This is an optimization exercise on Yosys and OpenROAD, whose aim is a short achievable clock period and few clock cycles, not a production implementation. RTL that was checked went through simulation tests only; none was proved equivalent to the original. Power is estimated from default activity; no workload was simulated.

// risc16
module risc16(clk, rst, imem_addr, imem_data, wb_en, wb_reg, wb_data);
Size: about 6700 cells after synthesis, roughly 54 I/O pins.
==> flow/config.mk <==
export PLATFORM = sky130hd
export DESIGN_NAME = risc16
export DESIGN_NICKNAME = risc16
export VERILOG_FILES = /design/flow/design.v
export SDC_FILE = /design/flow/constraint.sdc
export NUM_CORES = 4
export LEC_CHECK = 0
export ABC_CLOCK_PERIOD_IN_PS = 2500
export CAP_MARGIN = 20
export CORE_MARGIN = 2
export CORE_UTILIZATION = 40
export SETUP_SLACK_MARGIN = 5
export SLEW_MARGIN = 20
==> flow/constraint.sdc <==
create_clock -name core_clock -period 8.0 [get_ports {clk}]
set_input_delay 1.6000 -clock core_clock [delete_from_list [all_inputs] [get_ports {clk}]]
set_output_delay 1.6000 -clock core_clock [all_outputs]
set_load 0.01 [all_outputs]
run.sh (not shown) runs the stock make flow with config.mk's settings and CLKGATE_MAP_FILE= SYNTH_SCRIPT=/design/flow/synth_recipe.tcl, a recipe that flattens the netlist after the stock synthesis.
The starting point went through all stages and came out clean.
Testbench counts at the start, summed over its fixed seeds: cycles 11,168.
Change:
Settings changed: ABC_CLOCK_PERIOD_IN_PS 2500 to 2000, CORE_UTILIZATION 40 to 60, CTS_CLUSTER_SIZE from default to 30.
This time the run never finished: it broke off in global routing.
Synthesized cell count does not change.
Area after synthesis stays the same.

* * *

The RTL this note starts from:
==> flow/design.v <==
`timescale 1ns / 1ps
module risc16(clk, rst, imem_addr, imem_data, wb_en, wb_reg, wb_data);
	input         clk, rst;
	output [15:0] imem_addr;
	input  [15:0] imem_data;
	output        wb_en;
	output [2:0]  wb_reg;
	output [15:0] wb_data;
	localparam NBTB = 16;
	reg [15:0] R [0:7];
	reg [15:0] res_q;
	reg        br_q;
	reg [15:0] fpc_q;
	reg        btb_v   [0:NBTB-1];
	reg [15:0] btb_tag [0:NBTB-1];
	reg [15:0] btb_tgt [0:NBTB-1];
	reg [3:0]  btb_ptr;
	wire [15:0] fpc_inc = fpc_q + 16'd1;
	reg  [15:0] btb_pred;
	reg         btb_hit;
	integer i;
	always @(*) begin
		btb_pred = 16'd0;
		btb_hit  = 1'b0;
		for (i = 0; i < NBTB; i = i + 1)
			if (btb_v[i] && btb_tag[i] == fpc_q) begin
				btb_pred = btb_pred | btb_tgt[i];
				btb_hit  = 1'b1;
			end
	end
	wire [15:0] pred_next = btb_hit ? btb_pred : fpc_inc;
	reg        f2_v;
	reg [15:0] f2_pc1;            
	reg [15:0] f2_pred;           
	reg        f2_seq;            
	reg        ex_v;
	reg [15:0] ex_ir;
	reg [15:0] ex_pc1;
	reg [15:0] ex_pred;
	reg        ex_seq;
	reg [15:0] ex_a, ex_b;        
	reg        ex_fa, ex_fb;      
	wire [3:0]  op  = ex_ir[15:12];
	wire        L   = ex_ir[11];
	wire [2:0]  wr  = ex_ir[10:8];
	wire [7:0]  imm = ex_ir[7:0];
	wire [15:0] A   = ex_fa ? res_q : ex_a;
	wire [15:0] B   = ex_fb ? res_q : ex_b;
	wire writes = ~(op == 4'd7 || op == 4'd12 || op == 4'd13);
	wire        a_eq_b = (A == B);
	wire        a_lt_u = (A < B);
	wire        a_gt_u = (A > B);
	wire        a_lt_s = ($signed(A) < $signed(B));
	wire        a_gt_s = ($signed(A) > $signed(B));
	wire [4:0]  cmp = {L ? a_lt_s : a_lt_u, L ? a_gt_s : a_gt_u,
	                   (B == 16'd0), (A == 16'd0), a_eq_b};
	reg [15:0] res_n;
	reg        br_n;
	always @(*) begin
		res_n = res_q;
		br_n  = br_q;
		case (op)
			4'd0:  begin res_n = A + B; br_n = 1'b0; end
			4'd1:  begin res_n = A | B; br_n = 1'b0; end
			4'd2:  begin res_n = A & B; br_n = 1'b0; end
			4'd3:  begin res_n = A ^ B; br_n = 1'b0; end
			4'd4:  begin res_n = ~A;    br_n = 1'b0; end
			4'd8:  begin res_n = L ? {imm, 8'h00} : {8'h00, imm}; br_n = 1'b0; end
			4'd9:  res_n = {res_q[15:5], cmp};
			4'd10: res_n = A << B[2:0];
			4'd11: res_n = B >> B[2:0];
			4'd12: begin res_n = L ? A : {8'h00, imm}; br_n = 1'b1; end
			4'd13: begin res_n = A; br_n = B[{L, ex_ir[1:0]}]; end
			default: ;
		endcase
	end
	wire [15:0] next_pc = br_n ? res_n : ex_pc1;
	wire        mispred = ex_v & (br_n ? (res_n != ex_pred) : ~ex_seq);
	reg        up_v;
	reg [15:0] up_pc;             
	reg [15:0] up_tgt;
	reg        up_seq;
	wire [15:0] up_pcm1 = up_pc - 16'd1;
	reg         up_hit;
	reg  [NBTB-1:0] up_match;
	always @(*) begin
		up_hit = 1'b0;
		for (i = 0; i < NBTB; i = i + 1) begin
			up_match[i] = btb_v[i] && btb_tag[i] == up_pcm1;
			if (up_match[i]) up_hit = 1'b1;
		end
	end
	always @(posedge clk) begin
		if (rst) begin
			fpc_q <= 16'd0;
			f2_v  <= 1'b0;
			ex_v  <= 1'b0;
			up_v  <= 1'b0;
			btb_ptr <= 4'd0;
			for (i = 0; i < NBTB; i = i + 1) btb_v[i] <= 1'b0;
		end else begin
			fpc_q   <= mispred ? next_pc : pred_next;
			f2_v    <= ~mispred;
			f2_pc1  <= fpc_inc;
			f2_pred <= pred_next;
			f2_seq  <= ~btb_hit;
			ex_v    <= f2_v & ~mispred;
			up_v    <= ex_v;
			up_pc   <= ex_pc1;
			up_tgt  <= next_pc;
			up_seq  <= ~br_n | (res_n == ex_pc1);
			if (up_v) begin
				if (up_hit) begin
					for (i = 0; i < NBTB; i = i + 1)
						if (up_match[i]) begin
							btb_tgt[i] <= up_tgt;
							if (up_seq) btb_v[i] <= 1'b0;
						end
				end else if (!up_seq) begin
					btb_v[btb_ptr]   <= 1'b1;
					btb_tag[btb_ptr] <= up_pcm1;
					btb_tgt[btb_ptr] <= up_tgt;
					btb_ptr <= btb_ptr + 4'd1;
				end
			end
		end
	end
	always @(posedge clk) begin
		ex_ir   <= imem_data;
		ex_pc1  <= f2_pc1;
		ex_pred <= f2_pred;
		ex_seq  <= f2_seq;
		ex_a    <= R[imem_data[4:2]];
		ex_b    <= R[imem_data[7:5]];
		ex_fa   <= ex_v & writes & (wr == imem_data[4:2]);
		ex_fb   <= ex_v & writes & (wr == imem_data[7:5]);
	end
	reg        wb_en_q;
	reg [2:0]  wb_reg_q;
	reg [15:0] wb_data_q;
	always @(posedge clk) begin
		if (rst) begin
			res_q   <= 16'd0;
			br_q    <= 1'b0;
			wb_en_q <= 1'b0;
			for (i = 0; i < 8; i = i + 1) R[i] <= 16'd0;
		end else begin
			wb_en_q <= ex_v & writes;
			if (ex_v) begin
				res_q <= res_n;
				br_q  <= br_n;
				if (writes) R[wr] <= res_n;
			end
		end
		wb_reg_q  <= wr;
		wb_data_q <= res_n;
	end
	assign imem_addr = fpc_q;
	assign wb_en     = wb_en_q;
	assign wb_reg    = wb_reg_q;
	assign wb_data   = wb_data_q;
endmodule
clock: 8.0 ns
lec_check: 0
abc_clock_period_in_ps: 2500
cap_margin: 20
core_margin: 2
core_utilization: 40
setup_slack_margin: 5
slew_margin: 20
The baseline finished clean.
==> next run, changes <==
ABC_CLOCK_PERIOD_IN_PS = unset   (was 2500)
SETUP_SLACK_MARGIN = unset   (was 5)
The new run produced a clean layout. Synthesized area stays the same. Power falls by about 6%. Combinational power falls by about 34%. Utilization falls by 9.5 points. Synthesized cell count stays the same. Design area falls by 17%.
Function was not checked in any run of this note: the RTL went through the layout flow alone.

re-timing with driven ports:
In the flow no input, the clock included, has a driving cell. The finished layouts below were timed again as built, in two steps.
Step 1: set_driving_cell puts a clkbuf_16 on clk and a buf_2 on each other input, an assumption about the parent block.
Step 2 adds t to the input delays and takes it off the output delays; t is the mean of the earliest and latest rising clock arrival at the registers after step 1. Input paths then give back, and output paths get back, about the clock's delay inside the block.
Slacks: no drivers / after step 1 / after step 2; pairs: no drivers / after step 1.
run | shift t [ns] | slack for setup (ns) | worst setup path at the end | pins driven straight from the clock port
the first run of note 1 | 0.952 | 3.683 / 3.683 / 3.683 | register to register | 1
the first run of note 2 | 0.742 | 3.462 / 3.462 / 3.462 | register to register | 1
the second run of note 2 | 0.744 | 1.338 / 1.338 / 1.338 | register to register | 1
After both steps setup and hold are still met in every run listed.
